Context: an optimization exercise on an open-source flow, tuned for small area, a short achievable clock period and few clock cycles per item. The choices shown serve that exercise and are no tape-out recipe.
Where RTL was checked, it was by simulation tests only, not by an equivalence proof against the original.
No functional check of the RTL was part of runs 2 and 3.
Power and IR drop assume default switching activity.

## flow/design.v (module list and top-level ports; edited modules follow where they fit)
// module MAC: 701 lines
// module eyeriss_conv: 285 lines
module eyeriss_conv (
	input clk,
	input reset,
	input [15:0] act_in,
	input [15:0] filt_in,
	input load_en_wght,
	input load_en_act,
	input start,
	output [47:0] pe_out,
	output logic compute_done,
	output logic load_done
);
  // ...
==> flow/flow/run.sh <==
#!/bin/bash
# The standard ORFS flow with two changes to how the layout is made (the clock
# period and constraints are unchanged):
#  - repair_timing aims for the setup margin in flow/margin.txt;
#  - ports are buffered with buf_4 instead of the default buffer cell.
set -euo pipefail
MARGIN=$(cat flow/margin.txt)
bash standard.sh SETUP_SLACK_MARGIN=$MARGIN "BUFFER_PORTS_ARGS=-buffer_cell sky130_fd_sc_hd__buf_4" finish > standard.log 2>&1
==> flow/flow/margin.txt <==
6.7
==> flow/standard.sh <==
#!/bin/bash
# synth_recipe.tcl (not shown) runs the flow's synth.tcl, then flattens the netlist and writes it again
# the make line also repeats each setting of config.mk as NAME=value (left out here)
make -C /OpenROAD-flow-scripts/flow DESIGN_CONFIG=/design/flow/config.mk WORK_HOME=/design/flow/orfs CLKGATE_MAP_FILE= SYNTH_SCRIPT=/design/flow/synth_recipe.tcl "${@:-finish}"
==> flow/config.mk <==
export PLATFORM = sky130hd
export DESIGN_NAME = eyeriss_conv
export DESIGN_NICKNAME = eyeriss_conv
export VERILOG_FILES = /design/flow/design.v
export SDC_FILE = /design/flow/constraint.sdc
export NUM_CORES = 4
export LEC_CHECK = 0
export ABC_CLOCK_PERIOD_IN_PS = 3000
export CAP_MARGIN = 20
export CORE_MARGIN = 2
export CORE_UTILIZATION = 45
export SLEW_MARGIN = 20
==> flow/constraint.sdc <==
create_clock -name core_clock -period 10.0 [get_ports {clk}]
set_input_delay 2.0000 -clock core_clock [delete_from_list [all_inputs] [get_ports {clk}]]
set_output_delay 2.0000 -clock core_clock [all_outputs]
set_load 0.01 [all_outputs]
==> impl_metrics.py, run 1 <==
metrics = {
    "power": {
        "power.total_mw": 12.6,
        "switching_share_pct": 31.0,
        "clock_power_mw": 4.26,
    },
    "timing": {
        "finalHoldViolCount": 0,
        "slew_viol_final": 0,
    },
    "clocking": {
        "cts_setup_buffers": 17,
        "cts.sinks": 1098,
    },
    "logic_synthesis": {
        "synthFlopType": "dfxtp_1",
        "synth.most_common_cell": "dfxtp_1",
        "synth.avg_cell_area_um2": 11.2,
    },
    "placed_design": {
        "place_ws_ps": 6080,
        "place.gp.congestion": 0.920,
        "dp_cells": 5072,
        "place_hpwl_mm": 73.8,
    },
    "global_route": {
        "met3_usage_pct": 3.89,
        "top_usage_layer": "met2",
        "grtUsageMet2_pct": 34.9,
    },
    "worst_setup_path": {
        "r2r_slack_ps": 6690,
    },
    "floorplan": {
        "nWellTaps": 1276,
        "die_w_um": 315,
    },
    "layout": {
        "register_area_mm2": 0.0240,
        "multi_input_gates": 2436,
        "multi_input_area_mm2": 0.0186,
    },
    "status": {
        "outcome": "no timing/DRC/antenna violations",
    },
    "route": {
        "route.met2.wl_mm": 50.5,
        "wl_mm": 111,
        "wl_per_cell_um": 20.8,
        "drt-met1-wl_mm": 49.1,
    },
    "min_path": {
        "worstHoldPathCells": 0,
    },
}
Testbench counts, summed over its fixed seeds: cycles 7,922, rows 576.
==> run 2, diff against run 1 <==
--- a/flow/design.v
+++ b/flow/design.v
@@ -1,16 +1,16 @@
 module MAC (
 	input clk,
 	input [15:0] x0, x1, x2,
 	input [23:0] e0, e1, e2,
 	output logic [15:0] ds, dc
 );
 	wire p1, p2, p3, p4, p5, p6, p7, p8, p9, p10, p11, p12, p13, p14, p15, p16, p17, p18, p19, p20, p21, p22, p23, p24, p25, p26, p27, p28, p29, p30, p31, p32, p33, p34, p35, p36, p37, p38, p39, p40, p41, p42, p43, p44, p45, p46, p47, p48, p49, p50, p51, p52, p53, p54, p55, p56, p57, p58, p59, p60, p61, p62, p63, p64, p65, p66, p67, p68, p69, p70, p71, p72, p73, p74, p75, p76, p77, p78, p79, p80, p81, p82, p83, p84, p85, p86, p87, p88, p89, p90, p91, p92, p93, p94, p95, p96, p97, p98, p99, p100, p101, p102, p103, p104, p105, p106, p107, p108, p109, p110, p111, p112, p113, p114, p115, p116, p117, p118, p119, p120, p121, p122, p123, p124, p125, p126, p127, p128, p129, p130, p131, p132, p133, p134, p135, p136, p137, p138, p139, p140, p141, p142, p143, p144, p145, p146, p147, p148, p149, p150, p151, p152, p153, p154, p155, p156, p157, p158, p159, p160, p161, p162, p163, p164, p165, p166, p167, p168, p169, p170, p171, p172, p173, p174, p175, p176, p177, p178, p179, p180, p181, p182, p183, p184, p185, p186, p187, p188, p189, p190, p191, p192, p193, p194, p195, p196, p197, p198, p199, p200, p201, p202, p203, p204, p205, p206, p207, p208, p209, p210, p211, p212, p213, p214, p215, p216, s217, c218, s219, c220, s221, c222, s223, c224, s225, c226, s227, c228, s229, c230, s231, c232, s233, c234, s235, c236, s237, c238, s239, c240, s241, c242, s243, s245, s247, s249, s251, s253, s255, c256, s257, c258, s259, c260, s261, c262, s263, c264, s265, c266, s267, c268, s269, c270, s271, c272, s273, c274, s275, c276, s277, c278, s279, c280, s281, c282, s283, c284, s285, c286, s287, c288, s289, c290, s291, c292, s293, c294, s295, c296, s297, c298, s299, c300, s301, c302, s303, c304, s305, c306, s307, c308, s309, c310, s311, c312, s313, c314, s315, c316, s317, c318, s319, c320, s321, c322, s323, c324, s325, c326, s327, s329, s331, s333, s335, s337, s339, c340, s341, c342, s343, c344, s345, c346, s347, c348, s349, c350, s351, c352, s353, c354, s355, c356, s357, c358, s359, c360, s361, c362, s363, c364, s365, c366, s367, c368, s369, c370, s371, c372, s373, c374, s375, c376, s377, c378, s379, c380, s381, c382, s383, c384, s385, c386, s387, c388, s389, c390, s391, c392, s393, c394, s395, c396, s397, c398, s399, c400, s401, c402, s403, c404, s405, c406, s407, c408, s409, c410, s411, c412, s413, c414, s415, s417, s419, s421, s423, c424, s425, c426, s427, c428, s429, c430, s431, c432, s433, c434, s435, c436, s437, c438, s439, c440, s441, c442, s443, c444, s445, c446, s447, c448, s449, c450, s451, c452, s453, c454, s455, c456, s457, c458, s459, c460, s461, c462, s463, c464, s465, c466, s467, c468, s469, c470, s471, c472, s473, c474, s475, c476, s477, c478, s479, c480, s481, c482, s483, c484, s485, c486, s487, c488, s489, c490, s491, c492, s493, s495, s497, s499, c500, s501, c502, s503, c504, s505, c506, s507, c508, s509, c510, s511, c512, s513, c514, s515, c516, s517, c518, s519, c520, s521, c522, s523, c524, s525, c526, s527, c528, s529, c530, s531, c532, s533, c534, s535, c536, s537, c538, s539, c540, s541, c542, s543, c544, s545, c546, s547, c548, s549, c550, s551, s553, s555, c556, s557, c558, s559, c560, s561, c562, s563, c564, s565, c566, s567, c568, s569, c570, s571, c572, s573, c574, s575, c576, s577, c578, s579, c580, s581, c582, s583, c584, s585, s587, c588, s589, c590, s591, c592, s593, c594, s595, c596, s597, c598, s599, c600, s601, c602, s603, c604, s605, c606, s607, c608, s609, c610, s611, c612, s613, c614, s615, c616, s617;
-	logic ra0, ra1, ra2, ra3, ra4, ra5, ra6, ra7, ra8, ra9, ra10, ra11, ra12, ra13, ra14, ra15, ra16, ra17, ra18, ra19, ra20, ra21, ra22, ra23, ra24, ra25, ra26, ra27, ra28, ra29, ra30, ra31, ra32, ra33, ra34, ra35, ra36, ra37, ra38, ra39, ra40, ra41, ra42, ra43, ra44, ra45, ra46, ra47, ra48, ra49, ra50, ra51, ra52, ra53, ra54, ra55, ra56, ra57, ra58, ra59, ra60, ra61, ra62, ra63, ra64, ra65, ra66, ra67, ra68, ra69, ra70, ra71, ra72, ra73, ra74, ra75, ra76, ra77, ra78, ra79, ra80, ra81, ra82, ra83, ra84, ra85, ra86, ra87, ra88, ra89, ra90, ra91, ra92;
+	logic ra0, ra1, ra2, ra3, ra4, ra5, ra6, ra7, ra8, ra9, ra10, ra11, ra12, ra13, ra14, ra15, ra16, ra17, ra18, ra19, ra20, ra21, ra22, ra23, ra24, ra25, ra26, ra27, ra28, ra29, ra30, ra31, ra32, ra33, ra34, ra35, ra36, ra37, ra38, ra39, ra40, ra41, ra42, ra43, ra44, ra45, ra46, ra47, ra48, ra49, ra50, ra51, ra52, ra53, ra54, ra55, ra56, ra57, ra58, ra59, ra60, ra61, ra62, ra63, ra64, ra65, ra66, ra67, ra68, ra69, ra70, ra71, ra72, ra73, ra74, ra75, ra76, ra77, ra78, ra79, ra80, ra81, ra82, ra83, ra84, ra85, ra86, ra87, ra88, ra89, ra90, ra91, ra92, ra93, ra94, ra95, ra96, ra97, ra98, ra99, ra100, ra101, ra102, ra103, ra104, ra105, ra106, ra107, ra108, ra109, ra110, ra111, ra112, ra113, ra114, ra115, ra116, ra117, ra118, ra119, ra120, ra121, ra122, ra123, ra124, ra125, ra126, ra127, ra128, ra129, ra130, ra131;
 	assign p1 = (e0[0] & x0[0]) ^ e0[2];
 	assign p2 = ((e0[0] & x0[1]) | (e0[1] & x0[0])) ^ e0[2];
 	assign p3 = ((e0[0] & x0[2]) | (e0[1] & x0[1])) ^ e0[2];
 	assign p4 = ((e0[0] & x0[3]) | (e0[1] & x0[2])) ^ e0[2];
 	assign p5 = ((e0[0] & x0[4]) | (e0[1] & x0[3])) ^ e0[2];
 	assign p6 = ((e0[0] & x0[5]) | (e0[1] & x0[4])) ^ e0[2];
 	assign p7 = ((e0[0] & x0[6]) | (e0[1] & x0[5])) ^ e0[2];
 	assign p8 = ((e0[0] & x0[7]) | (e0[1] & x0[6])) ^ e0[2];
@@ -407,151 +407,151 @@
 	assign s411 = c230 ^ c304 ^ c306;
 	assign c412 = (c230 & c304) | (c230 & c306) | (c304 & c306);
 	assign s413 = c308 ^ c310 ^ c312;
 	assign c414 = (c308 & c310) | (c308 & c312) | (c310 & c312);
 	assign s415 = s327 ^ s329 ^ s331;
 	assign s417 = s333 ^ s335 ^ s337;
 	assign s419 = c242 ^ c316 ^ c318;
 	assign s421 = c320 ^ c322 ^ c324;
-	assign s423 = p3 ^ p17 ^ e0[5];
-	assign c424 = (p3 & p17) | (p3 & e0[5]) | (p17 & e0[5]);
-	assign s425 = p75 ^ p89;
-	assign c426 = p75 & p89;
-	assign s427 = p4 ^ p18 ^ p76;
-	assign c428 = (p4 & p18) | (p4 & p76) | (p18 & p76);
-	assign s429 = s339 ^ s341 ^ p91;
-	assign c430 = (s339 & s341) | (s339 & p91) | (s341 & p91);
-	assign s431 = p103 ^ e1[8] ^ p149;
-	assign c432 = (p103 & e1[8]) | (p103 & p149) | (e1[8] & p149);
-	assign s433 = s343 ^ p78 ^ p92;
-	assign c434 = (s343 & p78) | (s343 & p92) | (p78 & p92);
-	assign s435 = p104 ^ p150 ^ p164;
-	assign c436 = (p104 & p150) | (p104 & p164) | (p150 & p164);
-	assign s437 = p176 ^ c340;
-	assign c438 = p176 & c340;
-	assign s439 = s345 ^ s347 ^ s349;
-	assign c440 = (s345 & s347) | (s345 & s349) | (s347 & s349);
-	assign s441 = p151 ^ p165 ^ p177;
-	assign c442 = (p151 & p165) | (p151 & p177) | (p165 & p177);
-	assign s443 = p187 ^ e2[11] ^ c344;
-	assign c444 = (p187 & e2[11]) | (p187 & c344) | (e2[11] & c344);
-	assign s445 = s351 ^ s353 ^ s355;
-	assign c446 = (s351 & s353) | (s351 & s355) | (s353 & s355);
-	assign s447 = s357 ^ p188 ^ c256;
-	assign c448 = (s357 & p188) | (s357 & c256) | (p188 & c256);
-	assign s449 = c346 ^ c348 ^ c350;
-	assign c450 = (c346 & c348) | (c346 & c350) | (c348 & c350);
-	assign s451 = s359 ^ s361 ^ s363;
-	assign c452 = (s359 & s361) | (s359 & s363) | (s361 & s363);
-	assign s453 = s365 ^ e2[14] ^ c352;
-	assign c454 = (s365 & e2[14]) | (s365 & c352) | (e2[14] & c352);
-	assign s455 = c354 ^ c356 ^ c358;
-	assign c456 = (c354 & c356) | (c354 & c358) | (c356 & c358);
-	assign s457 = s367 ^ s369 ^ s371;
-	assign c458 = (s367 & s369) | (s367 & s371) | (s369 & s371);
-	assign s459 = s373 ^ c262 ^ c360;
-	assign c460 = (s373 & c262) | (s373 & c360) | (c262 & c360);
-	assign s461 = c362 ^ c364 ^ c366;
-	assign c462 = (c362 & c364) | (c362 & c366) | (c364 & c366);
-	assign s463 = s375 ^ s377 ^ s379;
-	assign c464 = (s375 & s377) | (s375 & s379) | (s377 & s379);
-	assign s465 = s381 ^ c268 ^ c368;
-	assign c466 = (s381 & c268) | (s381 & c368) | (c268 & c368);
-	assign s467 = c370 ^ c372 ^ c374;
-	assign c468 = (c370 & c372) | (c370 & c374) | (c372 & c374);
-	assign s469 = s383 ^ s385 ^ s387;
-	assign c470 = (s383 & s385) | (s383 & s387) | (s385 & s387);
-	assign s471 = s389 ^ c278 ^ c376;
-	assign c472 = (s389 & c278) | (s389 & c376) | (c278 & c376);
-	assign s473 = c378 ^ c380 ^ c382;
-	assign c474 = (c378 & c380) | (c378 & c382) | (c380 & c382);
-	assign s475 = s391 ^ s393 ^ s395;
-	assign c476 = (s391 & s393) | (s391 & s395) | (s393 & s395);
-	assign s477 = s397 ^ c290 ^ c384;
-	assign c478 = (s397 & c290) | (s397 & c384) | (c290 & c384);
-	assign s479 = c386 ^ c388 ^ c390;
-	assign c480 = (c386 & c388) | (c386 & c390) | (c388 & c390);
-	assign s481 = s399 ^ s401 ^ s403;
-	assign c482 = (s399 & s401) | (s399 & s403) | (s401 & s403);
-	assign s483 = s405 ^ c302 ^ c392;
-	assign c484 = (s405 & c302) | (s405 & c392) | (c302 & c392);
-	assign s485 = c394 ^ c396 ^ c398;
-	assign c486 = (c394 & c396) | (c394 & c398) | (c396 & c398);
-	assign s487 = s407 ^ s409 ^ s411;
-	assign c488 = (s407 & s409) | (s407 & s411) | (s409 & s411);
-	assign s489 = s413 ^ c314 ^ c400;
-	assign c490 = (s413 & c314) | (s413 & c400) | (c314 & c400);
-	assign s491 = c402 ^ c404 ^ c406;
-	assign c492 = (c402 & c404) | (c402 & c406) | (c404 & c406);
-	assign s493 = s415 ^ s417 ^ s419;
-	assign s495 = s421 ^ c326 ^ c408;
-	assign s497 = c410 ^ c412 ^ c414;
+	assign s423 = ra9 ^ ra10 ^ ra11;
+	assign c424 = (ra9 & ra10) | (ra9 & ra11) | (ra10 & ra11);
+	assign s425 = ra12 ^ ra13;
+	assign c426 = ra12 & ra13;
+	assign s427 = ra18 ^ ra19 ^ ra20;
+	assign c428 = (ra18 & ra19) | (ra18 & ra20) | (ra19 & ra20);
+	assign s429 = ra24 ^ ra25 ^ ra26;
+	assign c430 = (ra24 & ra25) | (ra24 & ra26) | (ra25 & ra26);
+	assign s431 = ra27 ^ ra28 ^ ra29;
+	assign c432 = (ra27 & ra28) | (ra27 & ra29) | (ra28 & ra29);
+	assign s433 = ra33 ^ ra34 ^ ra35;
+	assign c434 = (ra33 & ra34) | (ra33 & ra35) | (ra34 & ra35);
+	assign s435 = ra36 ^ ra37 ^ ra38;
+	assign c436 = (ra36 & ra37) | (ra36 & ra38) | (ra37 & ra38);
+	assign s437 = ra39 ^ ra40;
+	assign c438 = ra39 & ra40;
+	assign s439 = ra42 ^ ra43 ^ ra44;
+	assign c440 = (ra42 & ra43) | (ra42 & ra44) | (ra43 & ra44);
+	assign s441 = ra45 ^ ra46 ^ ra47;
+	assign c442 = (ra45 & ra46) | (ra45 & ra47) | (ra46 & ra47);
+	assign s443 = ra48 ^ ra49 ^ ra50;
+	assign c444 = (ra48 & ra49) | (ra48 & ra50) | (ra49 & ra50);
+	assign s445 = ra51 ^ ra52 ^ ra53;
+	assign c446 = (ra51 & ra52) | (ra51 & ra53) | (ra52 & ra53);
+	assign s447 = ra54 ^ ra55 ^ ra56;
+	assign c448 = (ra54 & ra55) | (ra54 & ra56) | (ra55 & ra56);
+	assign s449 = ra57 ^ ra58 ^ ra59;
+	assign c450 = (ra57 & ra58) | (ra57 & ra59) | (ra58 & ra59);
+	assign s451 = ra60 ^ ra61 ^ ra62;
+	assign c452 = (ra60 & ra61) | (ra60 & ra62) | (ra61 & ra62);
+	assign s453 = ra63 ^ ra64 ^ ra65;
+	assign c454 = (ra63 & ra64) | (ra63 & ra65) | (ra64 & ra65);
+	assign s455 = ra66 ^ ra67 ^ ra68;
+	assign c456 = (ra66 & ra67) | (ra66 & ra68) | (ra67 & ra68);
+	assign s457 = ra69 ^ ra70 ^ ra71;
+	assign c458 = (ra69 & ra70) | (ra69 & ra71) | (ra70 & ra71);
+	assign s459 = ra72 ^ ra73 ^ ra74;
+	assign c460 = (ra72 & ra73) | (ra72 & ra74) | (ra73 & ra74);
+	assign s461 = ra75 ^ ra76 ^ ra77;
+	assign c462 = (ra75 & ra76) | (ra75 & ra77) | (ra76 & ra77);
+	assign s463 = ra78 ^ ra79 ^ ra80;
+	assign c464 = (ra78 & ra79) | (ra78 & ra80) | (ra79 & ra80);
+	assign s465 = ra81 ^ ra82 ^ ra83;
+	assign c466 = (ra81 & ra82) | (ra81 & ra83) | (ra82 & ra83);
+	assign s467 = ra84 ^ ra85 ^ ra86;
+	assign c468 = (ra84 & ra85) | (ra84 & ra86) | (ra85 & ra86);
+	assign s469 = ra87 ^ ra88 ^ ra89;
+	assign c470 = (ra87 & ra88) | (ra87 & ra89) | (ra88 & ra89);
+	assign s471 = ra90 ^ ra91 ^ ra92;
+	assign c472 = (ra90 & ra91) | (ra90 & ra92) | (ra91 & ra92);
+	assign s473 = ra93 ^ ra94 ^ ra95;
+	assign c474 = (ra93 & ra94) | (ra93 & ra95) | (ra94 & ra95);
+	assign s475 = ra96 ^ ra97 ^ ra98;
+	assign c476 = (ra96 & ra97) | (ra96 & ra98) | (ra97 & ra98);
+	assign s477 = ra99 ^ ra100 ^ ra101;
+	assign c478 = (ra99 & ra100) | (ra99 & ra101) | (ra100 & ra101);
+	assign s479 = ra102 ^ ra103 ^ ra104;
+	assign c480 = (ra102 & ra103) | (ra102 & ra104) | (ra103 & ra104);
+	assign s481 = ra105 ^ ra106 ^ ra107;
+	assign c482 = (ra105 & ra106) | (ra105 & ra107) | (ra106 & ra107);
+	assign s483 = ra108 ^ ra109 ^ ra110;
+	assign c484 = (ra108 & ra109) | (ra108 & ra110) | (ra109 & ra110);
+	assign s485 = ra111 ^ ra112 ^ ra113;
+	assign c486 = (ra111 & ra112) | (ra111 & ra113) | (ra112 & ra113);
+	assign s487 = ra114 ^ ra115 ^ ra116;
+	assign c488 = (ra114 & ra115) | (ra114 & ra116) | (ra115 & ra116);
+	assign s489 = ra117 ^ ra118 ^ ra119;
+	assign c490 = (ra117 & ra118) | (ra117 & ra119) | (ra118 & ra119);
+	assign s491 = ra120 ^ ra121 ^ ra122;
+	assign c492 = (ra120 & ra121) | (ra120 & ra122) | (ra121 & ra122);
+	assign s493 = ra123 ^ ra124 ^ ra125;
+	assign s495 = ra126 ^ ra127 ^ ra128;
+	assign s497 = ra129 ^ ra130 ^ ra131;
 	assign s499 = ra0 ^ ra1 ^ ra2;
 	assign c500 = (ra0 & ra1) | (ra0 & ra2) | (ra1 & ra2);
-	assign s501 = ra9 ^ ra10 ^ ra11;
-	assign c502 = (ra9 & ra10) | (ra9 & ra11) | (ra10 & ra11);
-	assign s503 = ra15 ^ ra16 ^ ra17;
-	assign c504 = (ra15 & ra16) | (ra15 & ra17) | (ra16 & ra17);
-	assign s505 = ra18 ^ ra19;
-	assign c506 = ra18 & ra19;
-	assign s507 = ra21 ^ ra22 ^ ra23;
-	assign c508 = (ra21 & ra22) | (ra21 & ra23) | (ra22 & ra23);
-	assign s509 = ra24 ^ ra25 ^ ra26;
-	assign c510 = (ra24 & ra25) | (ra24 & ra26) | (ra25 & ra26);
-	assign s511 = ra27 ^ ra28 ^ ra29;
-	assign c512 = (ra27 & ra28) | (ra27 & ra29) | (ra28 & ra29);
-	assign s513 = ra30 ^ ra31 ^ ra32;
-	assign c514 = (ra30 & ra31) | (ra30 & ra32) | (ra31 & ra32);
-	assign s515 = ra33 ^ ra34 ^ ra35;
-	assign c516 = (ra33 & ra34) | (ra33 & ra35) | (ra34 & ra35);
-	assign s517 = ra36 ^ ra37 ^ ra38;
-	assign c518 = (ra36 & ra37) | (ra36 & ra38) | (ra37 & ra38);
-	assign s519 = ra39 ^ ra40 ^ ra41;
-	assign c520 = (ra39 & ra40) | (ra39 & ra41) | (ra40 & ra41);
-	assign s521 = ra42 ^ ra43 ^ ra44;
-	assign c522 = (ra42 & ra43) | (ra42 & ra44) | (ra43 & ra44);
-	assign s523 = ra45 ^ ra46 ^ ra47;
-	assign c524 = (ra45 & ra46) | (ra45 & ra47) | (ra46 & ra47);
-	assign s525 = ra48 ^ ra49 ^ ra50;
-	assign c526 = (ra48 & ra49) | (ra48 & ra50) | (ra49 & ra50);
-	assign s527 = ra51 ^ ra52 ^ ra53;
-	assign c528 = (ra51 & ra52) | (ra51 & ra53) | (ra52 & ra53);
-	assign s529 = ra54 ^ ra55 ^ ra56;
-	assign c530 = (ra54 & ra55) | (ra54 & ra56) | (ra55 & ra56);
-	assign s531 = ra57 ^ ra58 ^ ra59;
-	assign c532 = (ra57 & ra58) | (ra57 & ra59) | (ra58 & ra59);
-	assign s533 = ra60 ^ ra61 ^ ra62;
-	assign c534 = (ra60 & ra61) | (ra60 & ra62) | (ra61 & ra62);
-	assign s535 = ra63 ^ ra64 ^ ra65;
-	assign c536 = (ra63 & ra64) | (ra63 & ra65) | (ra64 & ra65);
-	assign s537 = ra66 ^ ra67 ^ ra68;
-	assign c538 = (ra66 & ra67) | (ra66 & ra68) | (ra67 & ra68);
-	assign s539 = ra69 ^ ra70 ^ ra71;
-	assign c540 = (ra69 & ra70) | (ra69 & ra71) | (ra70 & ra71);
-	assign s541 = ra72 ^ ra73 ^ ra74;
-	assign c542 = (ra72 & ra73) | (ra72 & ra74) | (ra73 & ra74);
-	assign s543 = ra75 ^ ra76 ^ ra77;
-	assign c544 = (ra75 & ra76) | (ra75 & ra77) | (ra76 & ra77);
-	assign s545 = ra78 ^ ra79 ^ ra80;
-	assign c546 = (ra78 & ra79) | (ra78 & ra80) | (ra79 & ra80);
-	assign s547 = ra81 ^ ra82 ^ ra83;
-	assign c548 = (ra81 & ra82) | (ra81 & ra83) | (ra82 & ra83);
-	assign s549 = ra84 ^ ra85 ^ ra86;
-	assign c550 = (ra84 & ra85) | (ra84 & ra86) | (ra85 & ra86);
-	assign s551 = ra87 ^ ra88 ^ ra89;
-	assign s553 = ra90 ^ ra91 ^ ra92;
+	assign s501 = s423 ^ s425 ^ ra14;
+	assign c502 = (s423 & s425) | (s423 & ra14) | (s425 & ra14);
+	assign s503 = s427 ^ ra21 ^ ra22;
+	assign c504 = (s427 & ra21) | (s427 & ra22) | (ra21 & ra22);
+	assign s505 = ra23 ^ c424;
+	assign c506 = ra23 & c424;
+	assign s507 = s429 ^ s431 ^ ra30;
+	assign c508 = (s429 & s431) | (s429 & ra30) | (s431 & ra30);
+	assign s509 = ra31 ^ ra32 ^ c428;
+	assign c510 = (ra31 & ra32) | (ra31 & c428) | (ra32 & c428);
+	assign s511 = s433 ^ s435 ^ s437;
+	assign c512 = (s433 & s435) | (s433 & s437) | (s435 & s437);
+	assign s513 = ra41 ^ c430 ^ c432;
+	assign c514 = (ra41 & c430) | (ra41 & c432) | (c430 & c432);
+	assign s515 = s439 ^ s441 ^ s443;
+	assign c516 = (s439 & s441) | (s439 & s443) | (s441 & s443);
+	assign s517 = c434 ^ c436 ^ c438;
+	assign c518 = (c434 & c436) | (c434 & c438) | (c436 & c438);
+	assign s519 = s445 ^ s447 ^ s449;
+	assign c520 = (s445 & s447) | (s445 & s449) | (s447 & s449);
+	assign s521 = c440 ^ c442 ^ c444;
+	assign c522 = (c440 & c442) | (c440 & c444) | (c442 & c444);
+	assign s523 = s451 ^ s453 ^ s455;
+	assign c524 = (s451 & s453) | (s451 & s455) | (s453 & s455);
+	assign s525 = c446 ^ c448 ^ c450;
+	assign c526 = (c446 & c448) | (c446 & c450) | (c448 & c450);
+	assign s527 = s457 ^ s459 ^ s461;
+	assign c528 = (s457 & s459) | (s457 & s461) | (s459 & s461);
+	assign s529 = c452 ^ c454 ^ c456;
+	assign c530 = (c452 & c454) | (c452 & c456) | (c454 & c456);
+	assign s531 = s463 ^ s465 ^ s467;
+	assign c532 = (s463 & s465) | (s463 & s467) | (s465 & s467);
+	assign s533 = c458 ^ c460 ^ c462;
+	assign c534 = (c458 & c460) | (c458 & c462) | (c460 & c462);
+	assign s535 = s469 ^ s471 ^ s473;
+	assign c536 = (s469 & s471) | (s469 & s473) | (s471 & s473);
+	assign s537 = c464 ^ c466 ^ c468;
+	assign c538 = (c464 & c466) | (c464 & c468) | (c466 & c468);
+	assign s539 = s475 ^ s477 ^ s479;
+	assign c540 = (s475 & s477) | (s475 & s479) | (s477 & s479);
+	assign s541 = c470 ^ c472 ^ c474;
+	assign c542 = (c470 & c472) | (c470 & c474) | (c472 & c474);
+	assign s543 = s481 ^ s483 ^ s485;
+	assign c544 = (s481 & s483) | (s481 & s485) | (s483 & s485);
+	assign s545 = c476 ^ c478 ^ c480;
+	assign c546 = (c476 & c478) | (c476 & c480) | (c478 & c480);
+	assign s547 = s487 ^ s489 ^ s491;
+	assign c548 = (s487 & s489) | (s487 & s491) | (s489 & s491);
+	assign s549 = c482 ^ c484 ^ c486;
+	assign c550 = (c482 & c484) | (c482 & c486) | (c484 & c486);
+	assign s551 = s493 ^ s495 ^ s497;
+	assign s553 = c488 ^ c490 ^ c492;
 	assign s555 = s499 ^ ra3;
 	assign c556 = s499 & ra3;
 	assign s557 = ra6 ^ ra7 ^ ra8;
 	assign c558 = (ra6 & ra7) | (ra6 & ra8) | (ra7 & ra8);
-	assign s559 = s501 ^ ra12 ^ ra13;
-	assign c560 = (s501 & ra12) | (s501 & ra13) | (ra12 & ra13);
-	assign s561 = s503 ^ s505 ^ ra20;
-	assign c562 = (s503 & s505) | (s503 & ra20) | (s505 & ra20);
+	assign s559 = s501 ^ ra15 ^ ra16;
+	assign c560 = (s501 & ra15) | (s501 & ra16) | (ra15 & ra16);
+	assign s561 = s503 ^ s505 ^ c426;
+	assign c562 = (s503 & s505) | (s503 & c426) | (s505 & c426);
 	assign s563 = s507 ^ s509 ^ c504;
 	assign c564 = (s507 & s509) | (s507 & c504) | (s509 & c504);
 	assign s565 = s511 ^ s513 ^ c508;
 	assign c566 = (s511 & s513) | (s511 & c508) | (s513 & c508);
 	assign s567 = s515 ^ s517 ^ c512;
 	assign c568 = (s515 & s517) | (s515 & c512) | (s517 & c512);
 	assign s569 = s519 ^ s521 ^ c516;
 	assign c570 = (s519 & s521) | (s519 & c516) | (s521 & c516);
@@ -569,18 +569,18 @@
 	assign c582 = (s543 & s545) | (s543 & c540) | (s545 & c540);
 	assign s583 = s547 ^ s549 ^ c544;
 	assign c584 = (s547 & s549) | (s547 & c544) | (s549 & c544);
 	assign s585 = s551 ^ s553 ^ c548;
 	assign s587 = s555 ^ ra4;
 	assign c588 = s555 & ra4;
 	assign s589 = s557 ^ c500 ^ c556;
 	assign c590 = (s557 & c500) | (s557 & c556) | (c500 & c556);
-	assign s591 = s559 ^ ra14 ^ c558;
-	assign c592 = (s559 & ra14) | (s559 & c558) | (ra14 & c558);
+	assign s591 = s559 ^ ra17 ^ c558;
+	assign c592 = (s559 & ra17) | (s559 & c558) | (ra17 & c558);
 	assign s593 = s561 ^ c502 ^ c560;
 	assign c594 = (s561 & c502) | (s561 & c560) | (c502 & c560);
 	assign s595 = s563 ^ c506 ^ c562;
 	assign c596 = (s563 & c506) | (s563 & c562) | (c506 & c562);
 	assign s597 = s565 ^ c510 ^ c564;
 	assign c598 = (s565 & c510) | (s565 & c564) | (c510 & c564);
 	assign s599 = s567 ^ c514 ^ c566;
 	assign c600 = (s567 & c514) | (s567 & c566) | (c514 & c566);
@@ -606,100 +606,139 @@
 		ra1 <= e0[2];
 		ra2 <= p73;
 		ra3 <= e1[2];
 		ra4 <= p145;
 		ra5 <= e2[2];
 		ra6 <= p2;
 		ra7 <= p74;
 		ra8 <= p146;
-		ra9 <= s423;
-		ra10 <= s425;
-		ra11 <= e1[5];
-		ra12 <= p147;
-		ra13 <= p161;
-		ra14 <= e2[5];
-		ra15 <= s427;
-		ra16 <= p90;
-		ra17 <= p148;
-		ra18 <= p162;
-		ra19 <= c424;
-		ra20 <= c426;
-		ra21 <= s429;
-		ra22 <= s431;
-		ra23 <= p163;
-		ra24 <= p175;
-		ra25 <= e2[8];
-		ra26 <= c428;
-		ra27 <= s433;
-		ra28 <= s435;
-		ra29 <= s437;
-		ra30 <= c342;
-		ra31 <= c430;
-		ra32 <= c432;
-		ra33 <= s439;
-		ra34 <= s441;
-		ra35 <= s443;
-		ra36 <= c434;
-		ra37 <= c436;
-		ra38 <= c438;
-		ra39 <= s445;
-		ra40 <= s447;
-		ra41 <= s449;
-		ra42 <= c440;
-		ra43 <= c442;
-		ra44 <= c444;
-		ra45 <= s451;
-		ra46 <= s453;
-		ra47 <= s455;
-		ra48 <= c446;
-		ra49 <= c448;
-		ra50 <= c450;
-		ra51 <= s457;
-		ra52 <= s459;
-		ra53 <= s461;
-		ra54 <= c452;
-		ra55 <= c454;
-		ra56 <= c456;
-		ra57 <= s463;
-		ra58 <= s465;
-		ra59 <= s467;
-		ra60 <= c458;
-		ra61 <= c460;
-		ra62 <= c462;
-		ra63 <= s469;
-		ra64 <= s471;
-		ra65 <= s473;
-		ra66 <= c464;
-		ra67 <= c466;
-		ra68 <= c468;
-		ra69 <= s475;
-		ra70 <= s477;
-		ra71 <= s479;
-		ra72 <= c470;
-		ra73 <= c472;
-		ra74 <= c474;
-		ra75 <= s481;
-		ra76 <= s483;
-		ra77 <= s485;
-		ra78 <= c476;
-		ra79 <= c478;
-		ra80 <= c480;
-		ra81 <= s487;
-		ra82 <= s489;
-		ra83 <= s491;
-		ra84 <= c482;
-		ra85 <= c484;
-		ra86 <= c486;
-		ra87 <= s493;
-		ra88 <= s495;
-		ra89 <= s497;
-		ra90 <= c488;
-		ra91 <= c490;
-		ra92 <= c492;
+		ra9 <= p3;
+		ra10 <= p17;
+		ra11 <= e0[5];
+		ra12 <= p75;
+		ra13 <= p89;
+		ra14 <= e1[5];
+		ra15 <= p147;
+		ra16 <= p161;
+		ra17 <= e2[5];
+		ra18 <= p4;
+		ra19 <= p18;
+		ra20 <= p76;
+		ra21 <= p90;
+		ra22 <= p148;
+		ra23 <= p162;
+		ra24 <= s339;
+		ra25 <= s341;
+		ra26 <= p91;
+		ra27 <= p103;
+		ra28 <= e1[8];
+		ra29 <= p149;
+		ra30 <= p163;
+		ra31 <= p175;
+		ra32 <= e2[8];
+		ra33 <= s343;
+		ra34 <= p78;
+		ra35 <= p92;
+		ra36 <= p104;
+		ra37 <= p150;
+		ra38 <= p164;
+		ra39 <= p176;
+		ra40 <= c340;
+		ra41 <= c342;
+		ra42 <= s345;
+		ra43 <= s347;
+		ra44 <= s349;
+		ra45 <= p151;
+		ra46 <= p165;
+		ra47 <= p177;
+		ra48 <= p187;
+		ra49 <= e2[11];
+		ra50 <= c344;
+		ra51 <= s351;
+		ra52 <= s353;
+		ra53 <= s355;
+		ra54 <= s357;
+		ra55 <= p188;
+		ra56 <= c256;
+		ra57 <= c346;
+		ra58 <= c348;
+		ra59 <= c350;
+		ra60 <= s359;
+		ra61 <= s361;
+		ra62 <= s363;
+		ra63 <= s365;
+		ra64 <= e2[14];
+		ra65 <= c352;
+		ra66 <= c354;
+		ra67 <= c356;
+		ra68 <= c358;
+		ra69 <= s367;
+		ra70 <= s369;
+		ra71 <= s371;
+		ra72 <= s373;
+		ra73 <= c262;
+		ra74 <= c360;
+		ra75 <= c362;
+		ra76 <= c364;
+		ra77 <= c366;
+		ra78 <= s375;
+		ra79 <= s377;
+		ra80 <= s379;
+		ra81 <= s381;
+		ra82 <= c268;
+		ra83 <= c368;
+		ra84 <= c370;
+		ra85 <= c372;
+		ra86 <= c374;
+		ra87 <= s383;
+		ra88 <= s385;
+		ra89 <= s387;
+		ra90 <= s389;
+		ra91 <= c278;
+		ra92 <= c376;
+		ra93 <= c378;
+		ra94 <= c380;
+		ra95 <= c382;
+		ra96 <= s391;
+		ra97 <= s393;
+		ra98 <= s395;
+		ra99 <= s397;
+		ra100 <= c290;
+		ra101 <= c384;
+		ra102 <= c386;
+		ra103 <= c388;
+		ra104 <= c390;
+		ra105 <= s399;
+		ra106 <= s401;
+		ra107 <= s403;
+		ra108 <= s405;
+		ra109 <= c302;
+		ra110 <= c392;
+		ra111 <= c394;
+		ra112 <= c396;
+		ra113 <= c398;
+		ra114 <= s407;
+		ra115 <= s409;
+		ra116 <= s411;
+		ra117 <= s413;
+		ra118 <= c314;
+		ra119 <= c400;
+		ra120 <= c402;
+		ra121 <= c404;
+		ra122 <= c406;
+		ra123 <= s415;
+		ra124 <= s417;
+		ra125 <= s419;
+		ra126 <= s421;
+		ra127 <= c326;
+		ra128 <= c408;
+		ra129 <= c410;
+		ra130 <= c412;
+		ra131 <= c414;
 		ds <= {s617, s615, s613, s611, s609, s607, s605, s603, s601, s599, s597, s595, s593, s591, s589, s587};
 		dc <= {c616, c614, c612, c610, c608, c606, c604, c602, c600, c598, c596, c594, c592, c590, c588, ra5};
 	end
 endmodule
 module eyeriss_conv (
 	input clk,
 	input reset,
 	input [15:0] act_in,
==> flow/flow/margin.txt (replaced) <==
6.8
==> flow/config.mk (replaced) <==
export PLATFORM = sky130hd
export DESIGN_NAME = eyeriss_conv
export DESIGN_NICKNAME = eyeriss_conv
export VERILOG_FILES = /design/flow/design.v
export SDC_FILE = /design/flow/constraint.sdc
export NUM_CORES = 4
export LEC_CHECK = 0
export ABC_CLOCK_PERIOD_IN_PS = 3000
export CAP_MARGIN = 20
export CORE_MARGIN = 2
export CORE_UTILIZATION = 65
export SLEW_MARGIN = 20
==> impl_metrics.py, run 2 <==
metrics = {
    "worst_setup_path": {
        "r2r_slack_ps": 6780,
        "r2r-end": "pe_q[47]",
        "critical_path_arrival_ps": 1230,
        "crit_fanout": 1,
        "critical_path.cell_chain": "buf_4",
        "path_class": "flop to primary output",
        "required_ps": 8000,
        "r2r-start": "mac.ds[10]",
        "critPathBufInv": 1,
        "end_kind": "primary output",
        "max_stage_delay_ps": 370,
        "worstRegToRegCells": 9,
        "cpMaxStageDelayCell": "dfxtp_1",
        "startpoint_type": "flop",
        "critPathTopFamily": "flip-flops",
    },
    "timing": {
        "fin_skew_ps": 56.9,
        "fin_hold_ws_ps": 324,
        "rsz0062_at_grt": "true",
        "post-route-min-period_ps": 3230,
        "slew_viol_final": 0,
        "fin_tns_setup_ps": 0,
        "fin_crit_sh_pct": 32.3,
        "slew_headroom_pct": 19.6,
        "worstMarginPinSlew_ps": 1200,
        "finalHoldViolCount": 0,
        "finalSetupViolCount": 0,
        "fmax_ghz": 0.310,
    },
    "global_route": {
        "grt-ovfl-total": 0,
        "met3_usage_pct": 6.37,
        "grt.total_usage_pct": 34.8,
        "grt_pass1_wl_mm": 188,
        "grt_use_met1_pct": 50.8,
        "antenna_found_initial": 8,
        "top_usage_layer": "met2",
        "grtUsageMet2_pct": 52.1,
        "grt_pass1_vias": 30871,
        "grt_max_degree": 86,
    },
    "layout": {
        "fin_util_pct": 73.3,
        "biggestRegsByFlops": "A x400, O x144, W x144",
        "multi_input_area_mm2": 0.0187,
        "final_cell_mix": "dfxtp_1 (919), nand2_1 (347), o21ai_0 (244)",
        "layout-drive-gt1-share_pct": 12.4,
        "final_common_cell": "dfxtp_1",
        "largest_register": "A",
        "final_nets": 4280,
        "area_growth_pct": 11.9,
        "register_area_mm2": 0.0247,
        "final_area_mm2": 0.0501,
        "largest_register_ffs": 400,
        "nFillCells": 4504,
        "antenna_cells": 0,
    },
    "floorplan": {
        "die_area_mm2": 0.0710,
        "core_mm2": 0.0683,
        "die_w_um": 266,
        "rows": 96,
        "start_util_pct": 65.5,
        "pin_count": 87,
        "die_h_um": 266,
    },
    "power": {
        "p_sw_mw": 4.38,
        "powerDensity_mw_per_mm2": 264,
        "pwr-share-clk_pct": 30.7,
        "power.total_mw": 13.2,
        "p_leak_nw": 19.3,
        "power_frac_comb_pct": 28.3,
        "intPower_mw": 8.84,
        "switching_share_pct": 33.1,
        "seqPwrFrac_pct": 41.0,
        "peakVddDrop_mv": 0.336,
    },
    "route": {
        "wl_per_cell_um": 24.8,
        "drt_iter0_markers": 3924,
        "wl_mm": 124,
        "firstDrtPassIters": 6,
        "ant_nets": 0,
        "drt-vias-per-instance": 6.25,
        "vias": 31279,
        "drc": 0,
    },
    "logic_synthesis": {
        "synthFlopType": "dfxtp_1",
        "ys_async_sr_fraction_pct": 0,
        "synth_area_leaders": "dfxtp_1 (42%), edfxtp_1 (13%), fa_1 (7.7%), xnor2_1 (4.7%), a22oi_1 (3.9%)",
        "synth_edf_count": 192,
        "syn_inst": 4003,
        "synthDistinctLibCells": 79,
        "yosys.area.top_type": "dfxtp_1",
        "synth.most_common_cell": "dfxtp_1",
        "synth-seq-area-share_pct": 55.1,
        "yosysWarnings": 5,
        "ys_ff_latch": 1137,
        "synth.avg_cell_area_um2": 11.2,
        "yosys.area.top_type_share_pct": 42.3,
        "netlist_top_cells_count": "dfxtp_1 (945), nand2_1 (347), o21ai_0 (251)",
        "synth_fp_nets": 4256,
        "synth_area_mm2": 0.0448,
    },
    "clocking": {
        "insertion_delay_ps": 710,
        "cts_tree": "done",
        "clock-root-buffer": "clkbuf_16",
        "cts.sinks": 1137,
        "cts.htree.levels": 3,
        "ctsLongestPathBuffers": 3,
        "cts_buffers": 106,
        "ctsHoldBuffers": 0,
        "clk_pin_slew_ps": 70,
    },
    "placed_design": {
        "portBuffers": 86,
        "placed_area_mm2": 0.0461,
        "place_hpwl_mm": 83.6,
        "place.gp.congestion": 0.951,
    },
    "min_path": {
        "hold_end": "A[22][14]",
        "hold_class": "flop to flop",
        "worstHoldPathCells": 0,
        "hp-start": "A[21][14]",
    },
    "status": {
        "outcome": "no timing/DRC/antenna violations",
    },
    "flow_run": {
        "drv_cap": 0,
    },
}
-- run 2: changes by cell type after synthesis, moves of 9 or more --
cell,before,now
a221oi_1,11,25
a22oi_1,259,233
buf_2,20,9
clkbuf_1,182,207
dfxtp_1,906,945
inv_1,127,191
mux2i_1,84,73
mux4_2,4,13
nand2_1,373,347
nand3_1,19,32
o21ai_0,219,251
o22ai_1,41,23
xnor2_1,231,241
xor2_1,114,101
-- run 2: layer usage --
metal | up-vias | routed length, um
li1 | 13942 | -
met1 | 15277 | 52600
met2 | 1734 | 54700
met3 | 318 | 12100
met4 | 8 | 4540
met5 | - | 59
-- run 2: logic make-up (layout without fill, tap and decap cells) --
| kind of cell | after synthesis | count (layout) | synth area share, % |
|---|---|---|---|
| AND/OR/NAND/NOR | 741 | 741 | 7.09 |
| flip-flops | 1137 | 1137 | 55.1 |
| AO/OA/AOI/OAI | 964 | 964 | 14.1 |
| multiplexers | 164 | 164 | 4.25 |
| XOR/XNOR | 344 | 346 | 6.76 |
| adder cells (fa/ha/maj) | 216 | 216 | 8.94 |
| buffers and inverters | 437 | 552 | 3.69 |
-- run 2: cell type report --
cell class                      instances  share of cell area (%)
Sequential cell                      1137                    49.4
Multi-Input combinational cell       2431                    37.4
Clock buffer                          147                    5.99
Clock inverter                         54                    1.11
Timing Repair Buffer                  156                    2.47
Tap cell                              882                    2.20
Inverter                              195                    1.47
-- run 2: timing repair --
item	CTS	global route
setup buffers	9	10
pin swaps	2	9
cloned	1	1
gates resized for setup	38	28
endpoints found under the setup margin	108	92
-- run 2: power by group through the flow --
stage                     logic, mW  registers (mW)  clock network, mW
after global placement         3.25            5.47                  0
after floorplan                2.29            5.37                  0
after CTS                      3.55            5.41               4.09
final                          3.74            5.41               4.06
after detailed placement       3.29            5.50                  0
after global routing           4.08            5.45               4.26
-- run 2: worst max-delay path by stage --
stage,depth (start not counted),startpoint,end,slack [ps]
2_1_floorplan,8,start,pe_q[13],6670
3_3_place_gp,8,start,pe_q[23],6000
3_5_place_dp,8,start,pe_q[24],5900
4_1_cts,11,mac.ds[1],pe_q[47],6730
5_1_grt,9,mac.ds[10],pe_q[47],6680
6_report,1,pe_q[47],pe_out[47],6770
-- run 2: stage by stage --
step                      instances  setup WS [ps]
after floorplan                4003           6670
after global placement         4780           6000
after detailed placement       4780           5900
after CTS                      4991           6730
after global routing           5002           6680
final                          5002           6770
==> module eyeriss_conv, before the edit <==
module eyeriss_conv (
	input clk,
	input reset,
	input [15:0] act_in,
	input [15:0] filt_in,
	input load_en_wght,
	input load_en_act,
	input start,
	output [47:0] pe_out,
	output logic compute_done,
	output logic load_done
);
	logic [15:0] act_q, filt_q;
	always_ff @(posedge clk) begin
		act_q <= act_in;
		filt_q <= filt_in;
	end
	logic la_act, lw_act, a_valid, w_valid;
	logic [4:0] lcnt;
	logic lw_fin;
	assign lw_fin = lw_act && lcnt == 5'd9;
	always_ff @(posedge clk) begin
		if (reset) begin
			la_act <= 1'b0;
			lw_act <= 1'b0;
			a_valid <= 1'b0;
			w_valid <= 1'b0;
			load_done <= 1'b0;
			lcnt <= 5'd0;
		end else begin
			load_done <= 1'b0;
			if (load_en_act) begin
				la_act <= 1'b1;
				a_valid <= 1'b0;
				lcnt <= 5'd1;
			end else if (load_en_wght) begin
				lw_act <= 1'b1;
				w_valid <= 1'b0;
				lcnt <= 5'd1;
			end else begin
				lcnt <= lcnt + 5'd1;
				if (la_act) begin
					load_done <= lcnt == 5'd24;
					if (lcnt == 5'd25) begin
						la_act <= 1'b0;
						a_valid <= 1'b1;
					end
				end
				if (lw_act) begin
					load_done <= lcnt == 5'd8;
					if (lcnt == 5'd9) begin
						lw_act <= 1'b0;
						w_valid <= 1'b1;
					end
				end
			end
		end
	end
	logic [15:0] W [0:8];
	always_ff @(posedge clk) begin
		if (lw_act) begin
			W[0] <= filt_q;
			for (int k = 1; k < 9; k++) W[k] <= W[k-1];
		end
	end
	logic [15:0] A [0:24];
	logic [15:0] src;
	logic [4:0] ph;
	assign src = la_act ? act_q : A[24];
	always_ff @(posedge clk) begin
		A[0] <= src;
		for (int k = 1; k < 25; k++) A[k] <= A[k-1];
	end
	always_ff @(posedge clk) begin
		if (la_act && lcnt == 5'd25) ph <= 5'd0;
		else ph <= (ph == 5'd24) ? 5'd0 : ph + 5'd1;
	end
	logic run, live, req;
	logic [5:0] e;
	logic [2:0] rdy, rdy_nx;
	logic ld, awe, afirst, alast, ld_n, awe_n, afirst_n, alast_n, p_ld, p_awe, p_afirst, p_alast;
	logic [2:0] xs0, xs1, xs2, xs0_n, xs1_n, xs2_n, p_xs0, p_xs1, p_xs2;
	logic [1:0] wsel, arow, wsel_n, arow_n, p_wsel, p_arow;
	logic [3:0] aidx, aidx_n, p_aidx;
	logic restart;
	logic [8:0] awr;	 
	logic [15:0] xn0, xn1, xn2;
	localparam int EMAX = 35;
	always_comb begin
		ld_n = 1'b0; xs0_n = 3'd0; xs1_n = 3'd0; xs2_n = 3'd0; wsel_n = 2'd0;
		awe_n = 1'b0; aidx_n = 4'd0; afirst_n = 1'b0; arow_n = 2'd0; alast_n = 1'b0;
		case (e)
			6'd1: begin ld_n = 1'b1; xs0_n = 3'd0; xs1_n = 3'd0; xs2_n = 3'd0; wsel_n = 2'd0; end
			6'd2: begin ld_n = 1'b1; xs0_n = 3'd0; xs1_n = 3'd0; xs2_n = 3'd0; wsel_n = 2'd0; end
			6'd3: begin ld_n = 1'b1; xs0_n = 3'd0; xs1_n = 3'd0; xs2_n = 3'd0; wsel_n = 2'd0; end
			6'd4: begin awe_n = 1'b1; aidx_n = 4'd0; arow_n = 2'd0; afirst_n = 1'b1; end
			6'd5: begin awe_n = 1'b1; aidx_n = 4'd1; arow_n = 2'd0; afirst_n = 1'b1; end
			6'd6: begin ld_n = 1'b1; xs0_n = 3'd0; xs1_n = 3'd0; xs2_n = 3'd0; wsel_n = 2'd1; awe_n = 1'b1; aidx_n = 4'd2; arow_n = 2'd0; afirst_n = 1'b1; end
			6'd7: begin wsel_n = 2'd0; end
			6'd8: begin ld_n = 1'b1; xs0_n = 3'd1; xs1_n = 3'd1; xs2_n = 3'd1; wsel_n = 2'd1; end
			6'd9: begin wsel_n = 2'd0; awe_n = 1'b1; aidx_n = 4'd0; arow_n = 2'd0; end
			6'd10: begin ld_n = 1'b1; xs0_n = 3'd2; xs1_n = 3'd2; xs2_n = 3'd2; wsel_n = 2'd1; awe_n = 1'b1; aidx_n = 4'd3; arow_n = 2'd1; afirst_n = 1'b1; end
			6'd11: begin wsel_n = 2'd0; awe_n = 1'b1; aidx_n = 4'd1; arow_n = 2'd0; end
			6'd12: begin ld_n = 1'b1; xs0_n = 3'd1; xs1_n = 3'd1; xs2_n = 3'd1; wsel_n = 2'd2; awe_n = 1'b1; aidx_n = 4'd4; arow_n = 2'd1; afirst_n = 1'b1; end
			6'd13: begin wsel_n = 2'd1; awe_n = 1'b1; aidx_n = 4'd2; arow_n = 2'd0; end
			6'd14: begin wsel_n = 2'd0; awe_n = 1'b1; aidx_n = 4'd5; arow_n = 2'd1; afirst_n = 1'b1; end
			6'd15: begin ld_n = 1'b1; xs0_n = 3'd3; xs1_n = 3'd3; xs2_n = 3'd3; wsel_n = 2'd2; awe_n = 1'b1; aidx_n = 4'd0; arow_n = 2'd0; end
			6'd16: begin wsel_n = 2'd1; awe_n = 1'b1; aidx_n = 4'd3; arow_n = 2'd1; end
			6'd17: begin wsel_n = 2'd0; awe_n = 1'b1; aidx_n = 4'd6; arow_n = 2'd2; afirst_n = 1'b1; end
			6'd18: begin ld_n = 1'b1; xs0_n = 3'd4; xs1_n = 3'd4; xs2_n = 3'd4; wsel_n = 2'd2; awe_n = 1'b1; aidx_n = 4'd1; arow_n = 2'd0; end
			6'd19: begin wsel_n = 2'd1; awe_n = 1'b1; aidx_n = 4'd4; arow_n = 2'd1; end
			6'd20: begin wsel_n = 2'd0; awe_n = 1'b1; aidx_n = 4'd7; arow_n = 2'd2; afirst_n = 1'b1; end
			6'd21: begin ld_n = 1'b1; xs0_n = 3'd4; xs1_n = 3'd4; xs2_n = 3'd4; wsel_n = 2'd2; awe_n = 1'b1; aidx_n = 4'd2; arow_n = 2'd0; alast_n = 1'b1; end
			6'd22: begin wsel_n = 2'd1; awe_n = 1'b1; aidx_n = 4'd5; arow_n = 2'd1; end
			6'd23: begin ld_n = 1'b1; xs0_n = 3'd5; xs1_n = 3'd5; xs2_n = 3'd5; wsel_n = 2'd2; awe_n = 1'b1; aidx_n = 4'd8; arow_n = 2'd2; afirst_n = 1'b1; end
			6'd24: begin wsel_n = 2'd1; awe_n = 1'b1; aidx_n = 4'd3; arow_n = 2'd1; end
			6'd25: begin ld_n = 1'b1; xs0_n = 3'd6; xs1_n = 3'd6; xs2_n = 3'd6; wsel_n = 2'd2; awe_n = 1'b1; aidx_n = 4'd6; arow_n = 2'd2; end
			6'd26: begin wsel_n = 2'd1; awe_n = 1'b1; aidx_n = 4'd4; arow_n = 2'd1; end
			6'd27: begin ld_n = 1'b1; xs0_n = 3'd5; xs1_n = 3'd5; xs2_n = 3'd5; wsel_n = 2'd2; awe_n = 1'b1; aidx_n = 4'd7; arow_n = 2'd2; end
			6'd28: begin ld_n = 1'b1; xs0_n = 3'd5; xs1_n = 3'd5; xs2_n = 3'd5; wsel_n = 2'd2; awe_n = 1'b1; aidx_n = 4'd5; arow_n = 2'd1; alast_n = 1'b1; end
			6'd29: begin ld_n = 1'b1; xs0_n = 3'd5; xs1_n = 3'd5; xs2_n = 3'd5; wsel_n = 2'd2; awe_n = 1'b1; aidx_n = 4'd8; arow_n = 2'd2; end
			6'd30: begin awe_n = 1'b1; aidx_n = 4'd6; arow_n = 2'd2; end
			6'd31: begin awe_n = 1'b1; aidx_n = 4'd7; arow_n = 2'd2; end
			6'd32: begin awe_n = 1'b1; aidx_n = 4'd8; arow_n = 2'd2; alast_n = 1'b1; end
			default: ;
		endcase
	end
	always_comb begin
		case (xs0)
			3'd0: xn0 = A[1];
			3'd1: xn0 = A[2];
			3'd2: xn0 = A[3];
			3'd3: xn0 = A[4];
			3'd4: xn0 = A[6];
			3'd5: xn0 = A[7];
			default: xn0 = A[8];
		endcase
	end
	always_comb begin
		case (xs1)
			3'd0: xn1 = A[0];
			3'd1: xn1 = A[1];
			3'd2: xn1 = A[2];
			3'd3: xn1 = A[3];
			3'd4: xn1 = A[5];
			3'd5: xn1 = A[6];
			default: xn1 = A[7];
		endcase
	end
	always_comb begin
		case (xs2)
			3'd0: xn2 = src;
			3'd1: xn2 = A[0];
			3'd2: xn2 = A[1];
			3'd3: xn2 = A[2];
			3'd4: xn2 = A[4];
			3'd5: xn2 = A[5];
			default: xn2 = A[6];
		endcase
	end
	assign restart = load_en_act || (!lw_fin && req && !la_act && ph == 5'd24);
	always_ff @(posedge clk) begin
		if (reset || restart) begin
			p_ld <= 1'b0; p_xs0 <= 3'd0; p_xs1 <= 3'd0; p_xs2 <= 3'd0; p_wsel <= 2'd0;
			p_awe <= 1'b0; p_aidx <= 4'd0; p_afirst <= 1'b0; p_arow <= 2'd0; p_alast <= 1'b0;
			ld <= 1'b0; xs0 <= 3'd0; xs1 <= 3'd0; xs2 <= 3'd0; wsel <= 2'd0;
			awe <= 1'b0; aidx <= 4'd0; afirst <= 1'b0; arow <= 2'd0; alast <= 1'b0;
			awr <= 9'd0;
		end else begin
			p_ld <= ld_n; p_xs0 <= xs0_n; p_xs1 <= xs1_n; p_xs2 <= xs2_n; p_wsel <= wsel_n;
			p_awe <= awe_n; p_aidx <= aidx_n; p_afirst <= afirst_n; p_arow <= arow_n; p_alast <= alast_n;
			ld <= p_ld; xs0 <= p_xs0; xs1 <= p_xs1; xs2 <= p_xs2; wsel <= p_wsel;
			awe <= p_awe; aidx <= p_aidx; afirst <= p_afirst; arow <= p_arow; alast <= p_alast;
			for (int n = 0; n < 9; n++) awr[n] <= p_awe && p_aidx == n;
		end
	end
	always_comb begin
		rdy_nx = rdy;
		if (run && awe && alast && !req) rdy_nx[arow] = 1'b1;
		if (load_en_act || lw_fin) rdy_nx = 3'b000;
	end
	always_ff @(posedge clk) begin
		if (reset) begin
			run <= 1'b0;
			live <= 1'b0;
			req <= 1'b0;
			e <= 6'd0;
			rdy <= 3'b000;
		end else begin
			rdy <= rdy_nx;
			if (run) begin
				e <= e + 6'd1;
				if (e == EMAX) run <= 1'b0;
			end
			if (load_en_act) begin
				run <= w_valid;
				live <= 1'b1;
				e <= 6'd1;
				req <= 1'b0;
			end else if (lw_fin) begin
				req <= a_valid;
			end else if (req && !la_act && ph == 5'd24) begin
				run <= 1'b1;
				live <= 1'b0;
				e <= 6'd1;
				req <= 1'b0;
			end
		end
	end
	function automatic [23:0] booth(input [15:0] w);
		logic [16:0] ww;
		ww = {w, 1'b0};
		for (int m = 0; m < 8; m++) begin
			booth[3*m]   = ww[2*m+1] ^ ww[2*m];
			booth[3*m+1] = (ww[2*m+2] & ~ww[2*m+1] & ~ww[2*m]) | (~ww[2*m+2] & ww[2*m+1] & ww[2*m]);
			booth[3*m+2] = ww[2*m+2];
		end
	endfunction
	logic [15:0] x0, x1, x2;
	logic [23:0] e0, e1, e2;
	always_ff @(posedge clk) begin
		if (ld) begin
			x0 <= xn0;
			x1 <= xn1;
			x2 <= xn2;
		end
		case (wsel)
			2'd0: begin e0 <= booth(W[8]); e1 <= booth(W[7]); e2 <= booth(W[6]); end
			2'd1: begin e0 <= booth(W[5]); e1 <= booth(W[4]); e2 <= booth(W[3]); end
			default: begin e0 <= booth(W[2]); e1 <= booth(W[1]); e2 <= booth(W[0]); end
		endcase
	end
	logic [15:0] ds, dc;
	MAC mac (.clk(clk), .x0(x0), .x1(x1), .x2(x2), .e0(e0), .e1(e1), .e2(e2), .ds(ds), .dc(dc));
	logic [15:0] O [0:8];
	logic [15:0] acc_pre, acc_new;
	always_ff @(posedge clk) begin
		logic [15:0] v;
		v = 16'd0;
		for (int n = 0; n < 9; n++)
			v = v | ({16{p_awe && !p_afirst && p_aidx == n}} & O[n]);
		acc_pre <= v;
	end
	assign acc_new = acc_pre + ds + dc;
	always_ff @(posedge clk) begin
		for (int n = 0; n < 9; n++)
			if (run && awr[n]) O[n] <= acc_new;
	end
	logic [1:0] row_cnt, row_disp;
	logic [2:0] rs;	 
	logic pend;
	always_ff @(posedge clk) begin
		if (reset) begin
			row_cnt <= 2'd0;
			row_disp <= 2'd0;
			rs <= 3'b001;
			pend <= 1'b0;
			compute_done <= 1'b0;
		end else if (start) begin
			row_disp <= row_cnt;
			rs <= {row_cnt == 2'd2, row_cnt == 2'd1, row_cnt == 2'd0};
			row_cnt <= (row_cnt == 2'd2) ? 2'd0 : row_cnt + 2'd1;
			compute_done <= rdy_nx[row_cnt];
			pend <= !rdy_nx[row_cnt];
		end else if (pend) begin
			compute_done <= rdy_nx[row_disp];
			pend <= !rdy_nx[row_disp];
		end else begin
			compute_done <= 1'b0;
		end
	end
	logic [2:0] sel;
	logic [47:0] pe_q;
	assign sel = start ? {row_cnt == 2'd2, row_cnt == 2'd1, row_cnt == 2'd0} : rs;
	always_ff @(posedge clk) begin
		for (int i = 0; i < 3; i++) begin
			logic [15:0] v;
			v = 16'd0;
			for (int R = 0; R < 3; R++)
				v = v | ({16{sel[R]}} & ((run && awr[3*R+i]) ? acc_new : O[3*R+i]));
			pe_q[16*i +: 16] <= v;
		end
	end
	assign pe_out = pe_q;
endmodule
==> run 3, diff against run 2 <==
--- a/flow/design.v
+++ b/flow/design.v
@@ -752,7 +752,2 @@
 );
-	logic [15:0] act_q, filt_q;
-	always_ff @(posedge clk) begin
-		act_q <= act_in;
-		filt_q <= filt_in;
-	end
 	logic la_act, lw_act, a_valid, w_valid;
@@ -800,4 +795,4 @@
 	always_ff @(posedge clk) begin
-		if (lw_act) begin
-			W[0] <= filt_q;
+		if (load_en_wght || (lw_act && lcnt != 5'd9)) begin
+			W[0] <= filt_in;
 			for (int k = 1; k < 9; k++) W[k] <= W[k-1];
@@ -806,7 +801,5 @@
 	logic [15:0] A [0:24];
-	logic [15:0] src;
 	logic [4:0] ph;
-	assign src = la_act ? act_q : A[24];
 	always_ff @(posedge clk) begin
-		A[0] <= src;
+		A[0] <= (load_en_act || (la_act && lcnt != 5'd25)) ? act_in : A[24];
 		for (int k = 1; k < 25; k++) A[k] <= A[k-1];
@@ -814,3 +807,3 @@
 	always_ff @(posedge clk) begin
-		if (la_act && lcnt == 5'd25) ph <= 5'd0;
+		if (la_act && lcnt == 5'd24) ph <= 5'd0;
 		else ph <= (ph == 5'd24) ? 5'd0 : ph + 5'd1;
@@ -869,9 +862,9 @@
 		case (xs0)
-			3'd0: xn0 = A[1];
-			3'd1: xn0 = A[2];
-			3'd2: xn0 = A[3];
-			3'd3: xn0 = A[4];
-			3'd4: xn0 = A[6];
-			3'd5: xn0 = A[7];
-			default: xn0 = A[8];
+			3'd0: xn0 = A[2];
+			3'd1: xn0 = A[3];
+			3'd2: xn0 = A[4];
+			3'd3: xn0 = A[5];
+			3'd4: xn0 = A[7];
+			3'd5: xn0 = A[8];
+			default: xn0 = A[9];
 		endcase
@@ -880,9 +873,9 @@
 		case (xs1)
-			3'd0: xn1 = A[0];
-			3'd1: xn1 = A[1];
-			3'd2: xn1 = A[2];
-			3'd3: xn1 = A[3];
-			3'd4: xn1 = A[5];
-			3'd5: xn1 = A[6];
-			default: xn1 = A[7];
+			3'd0: xn1 = A[1];
+			3'd1: xn1 = A[2];
+			3'd2: xn1 = A[3];
+			3'd3: xn1 = A[4];
+			3'd4: xn1 = A[6];
+			3'd5: xn1 = A[7];
+			default: xn1 = A[8];
 		endcase
@@ -891,12 +884,12 @@
 		case (xs2)
-			3'd0: xn2 = src;
-			3'd1: xn2 = A[0];
-			3'd2: xn2 = A[1];
-			3'd3: xn2 = A[2];
-			3'd4: xn2 = A[4];
-			3'd5: xn2 = A[5];
-			default: xn2 = A[6];
+			3'd0: xn2 = A[0];
+			3'd1: xn2 = A[1];
+			3'd2: xn2 = A[2];
+			3'd3: xn2 = A[3];
+			3'd4: xn2 = A[5];
+			3'd5: xn2 = A[6];
+			default: xn2 = A[7];
 		endcase
 	end
-	assign restart = load_en_act || (!lw_fin && req && !la_act && ph == 5'd24);
+	assign restart = load_en_act || (!lw_fin && req && !la_act && ph == 5'd0);
 	always_ff @(posedge clk) begin
@@ -941,3 +934,3 @@
 				req <= a_valid;
-			end else if (req && !la_act && ph == 5'd24) begin
+			end else if (req && !la_act && ph == 5'd0) begin
 				run <= 1'b1;
==> impl_metrics.py, run 3 <==
metrics = {
    "status": {
        "outcome": "no timing/DRC/antenna violations",
    },
    "timing": {
        "fin_tns_setup_ps": 0,
        "worstMarginPinSlew_ps": 1050,
        "fin_crit_sh_pct": 32.1,
        "slew_headroom_pct": 29.7,
        "fin_skew_ps": 69.4,
        "fin_hold_ws_ps": 324,
        "rsz0062_at_grt": "true",
        "post-route-min-period_ps": 3210,
        "fmax_ghz": 0.311,
        "finalHoldViolCount": 0,
        "slew_viol_final": 0,
        "finalSetupViolCount": 0,
    },
    "logic_synthesis": {
        "yosys.area.top_type_share_pct": 41.5,
        "synth_compound_area_share_pct": 14.4,
        "synthFlopType": "dfxtp_1",
        "synth.most_common_cell": "dfxtp_1",
        "synth_area_mm2": 0.0440,
        "ys_ff_latch": 1105,
        "syn_inst": 3930,
        "synth_fp_nets": 4183,
        "synth-simple-area-share_pct": 7.18,
        "synth-seq-area-share_pct": 54.6,
        "synth.area.mux_share_pct": 4.16,
        "ys_async_sr_fraction_pct": 0,
        "synth.avg_cell_area_um2": 11.2,
        "synth_area_leaders": "dfxtp_1 (42%), edfxtp_1 (13%), fa_1 (7.9%), xnor2_1 (4.9%), a22oi_1 (4.0%)",
        "synthAdderAreaFrac_pct": 9.09,
        "synth-xor-area-share_pct": 6.96,
        "synth_top_family_by_area": "compound AO/OA/AOI/OAI gates",
        "synthDistinctLibCells": 81,
        "netlist_top_cells_count": "dfxtp_1 (913), nand2_1 (362), o21ai_0 (249)",
        "synth_edf_count": 192,
        "yosys.area.top_type": "dfxtp_1",
        "yosysWarnings": 5,
    },
    "placed_design": {
        "portBuffers": 86,
        "place.gp.congestion": 0.947,
        "placed_area_mm2": 0.0454,
        "dp_cells": 4708,
        "place_hpwl_mm": 80.5,
    },
    "min_path": {
        "hold_class": "flop to flop",
        "hp-start": "A[22][13]",
    },
    "layout": {
        "final_area_mm2": 0.0494,
        "largest_register": "A",
        "final_common_cell": "dfxtp_1",
        "stdcell_count": 4919,
        "layout-drive-gt1-share_pct": 12.2,
        "register_area_mm2": 0.0241,
        "final_nets": 4204,
        "area_growth_pct": 12.2,
        "final_cell_mix": "dfxtp_1 (877), nand2_1 (360), xnor2_1 (244)",
        "largest_register_ffs": 400,
        "fin_util_pct": 73.6,
        "biggestRegsByFlops": "A x400, O x144, W x144",
        "multi_input_area_mm2": 0.0186,
        "nFillCells": 4487,
    },
    "worst_setup_path": {
        "crit_fanout": 5,
        "startpoint_type": "flop",
        "cpMaxStageDelayCell": "fa_1",
        "critPathTopFamily": "compound AO/OA/AOI/OAI gates",
        "required_ps": 10530,
        "critical_path.cell_chain": "fa_1, ha_2, inv_2, fa_2, nor2b_4, o31a_4, o2111a_2, o21ai_2, mux2_4, nor3b_1, a2111o_1",
        "critical_path_arrival_ps": 3740,
        "path_class": "flop to flop",
        "critPathBufInv": 1,
        "max_stage_delay_ps": 510,
        "r2r-start": "mac.dc[1]",
        "end_kind": "flop",
        "startpoint": "mac.dc[1]",
    },
    "power": {
        "p_leak_nw": 19.1,
        "powerDensity_mw_per_mm2": 297,
        "peakVddDrop_mv": 0.270,
    },
    "global_route": {
        "grt_max_degree": 85,
        "antenna_found_initial": 5,
        "grt_pass1_wl_mm": 180,
        "grt.total_usage_pct": 33.5,
        "grt-ovfl-total": 0,
        "grt_pass1_vias": 30516,
    },
    "route": {
        "drt-vias-per-instance": 6.21,
        "vias": 30553,
        "drt_iter0_markers": 3396,
        "wl_per_cell_um": 24.0,
        "ant_nets": 0,
        "wl_mm": 118,
        "drc": 0,
        "firstDrtPassIters": 7,
    },
    "floorplan": {
        "start_util_pct": 65.5,
        "die_h_um": 264,
        "rows": 95,
        "die_w_um": 264,
        "core_mm2": 0.0672,
        "die_area_mm2": 0.0698,
        "pin_count": 87,
    },
    "flow_run": {
        "drv_cap": 0,
    },
    "clocking": {
        "clk_pin_slew_ps": 70,
        "cts.sinks": 1105,
        "cts.htree.levels": 3,
        "cts_tree": "done",
        "clock-root-buffer": "clkbuf_16",
        "ctsLongestPathBuffers": 3,
        "ctsHoldBuffers": 0,
        "insertion_delay_ps": 700,
        "cts_buffers": 106,
    },
}
[run 3: cell types whose count changed after synthesis, moves of 16 or more]
| cell | delta |
|---|---|
| inv_1 | -21 |
| nand3_1 | -16 |
| a21oi_1 | -18 |
| a221o_1 | +27 |
| dfxtp_1 | -32 |
| o22ai_1 | +24 |
| clkbuf_1 | -21 |
[run 3: timing repair]
item / 4_1_cts / 5_1_grt
resized for setup: 68 / 9
pin swaps: 8 / 1
buffers inserted: 6 / 2
endpoints found under the setup margin: 160 / 51
[run 3: path summary, 6_finish.rpt]
| path | endpoint | slack, ps | cells after the start |
|---|---|---|---|
| worst max-delay path | pe_q[31] | 6790 | 11 |
| worst min register to register | A[23][13] | 320 | 0 |
| worst min-delay path | A[23][13] | 320 | 0 |
| worst max register to register | pe_q[31] | 6790 | 11 |
[run 3: metal layers]
| layer | share of wire, % | global-route usage (%) | wire, um |
|---|---|---|---|
| met1 | 39 | 43.2 | 46300 |
| met4 | 5.1 | 16.5 | 5960 |
| met5 | 0.011 | 0 | 13 |
| met2 | 48 | 55.7 | 56600 |
| met3 | 7.6 | 4.85 | 8910 |
[run 3: cell families after synthesis]
family,after synthesis
flops,1105
compound gates,961
simple gates,738
buf+inv,405
xor+xnor,348
fa+ha+maj,216
mux,157
[run 3: layout make-up]
type                            count  share of cell area, %
Tap cell                          873                   2.21
Clock inverter                     48                   1.26
Timing Repair Buffer              144                   2.38
Clock buffer                      152                   6.24
Sequential cell                  1105                   48.8
Antenna cell                        3                 0.0152
Inverter                          174                   1.33
Multi-Input combinational cell   2420                   37.7
[run 3: stage by stage]
step	power, mW	setup slack [ps]
after detailed placement	10.3	6010
after floorplan	8.73	6600
final	14.6	6790
after global routing	15.5	6720
after global placement	10.1	6050
after CTS	14.6	6790
[run 3: where the power goes]
group | leakage (nW) | internal [mW] | switching [mW]
registers | 9.48 | 5.15 | 0.438
clock network | 1.81 | 2.38 | 1.78
logic | 7.75 | 2.05 | 2.84

Check on run 3: ideal ports give 6.789 ns setup slack; a clkbuf_16 on the clock port and buf_2 on the inputs give 6.758 ns; moving port delays by the midpoint clock arrival (0.727 ns) as well gives 6.183 ns.
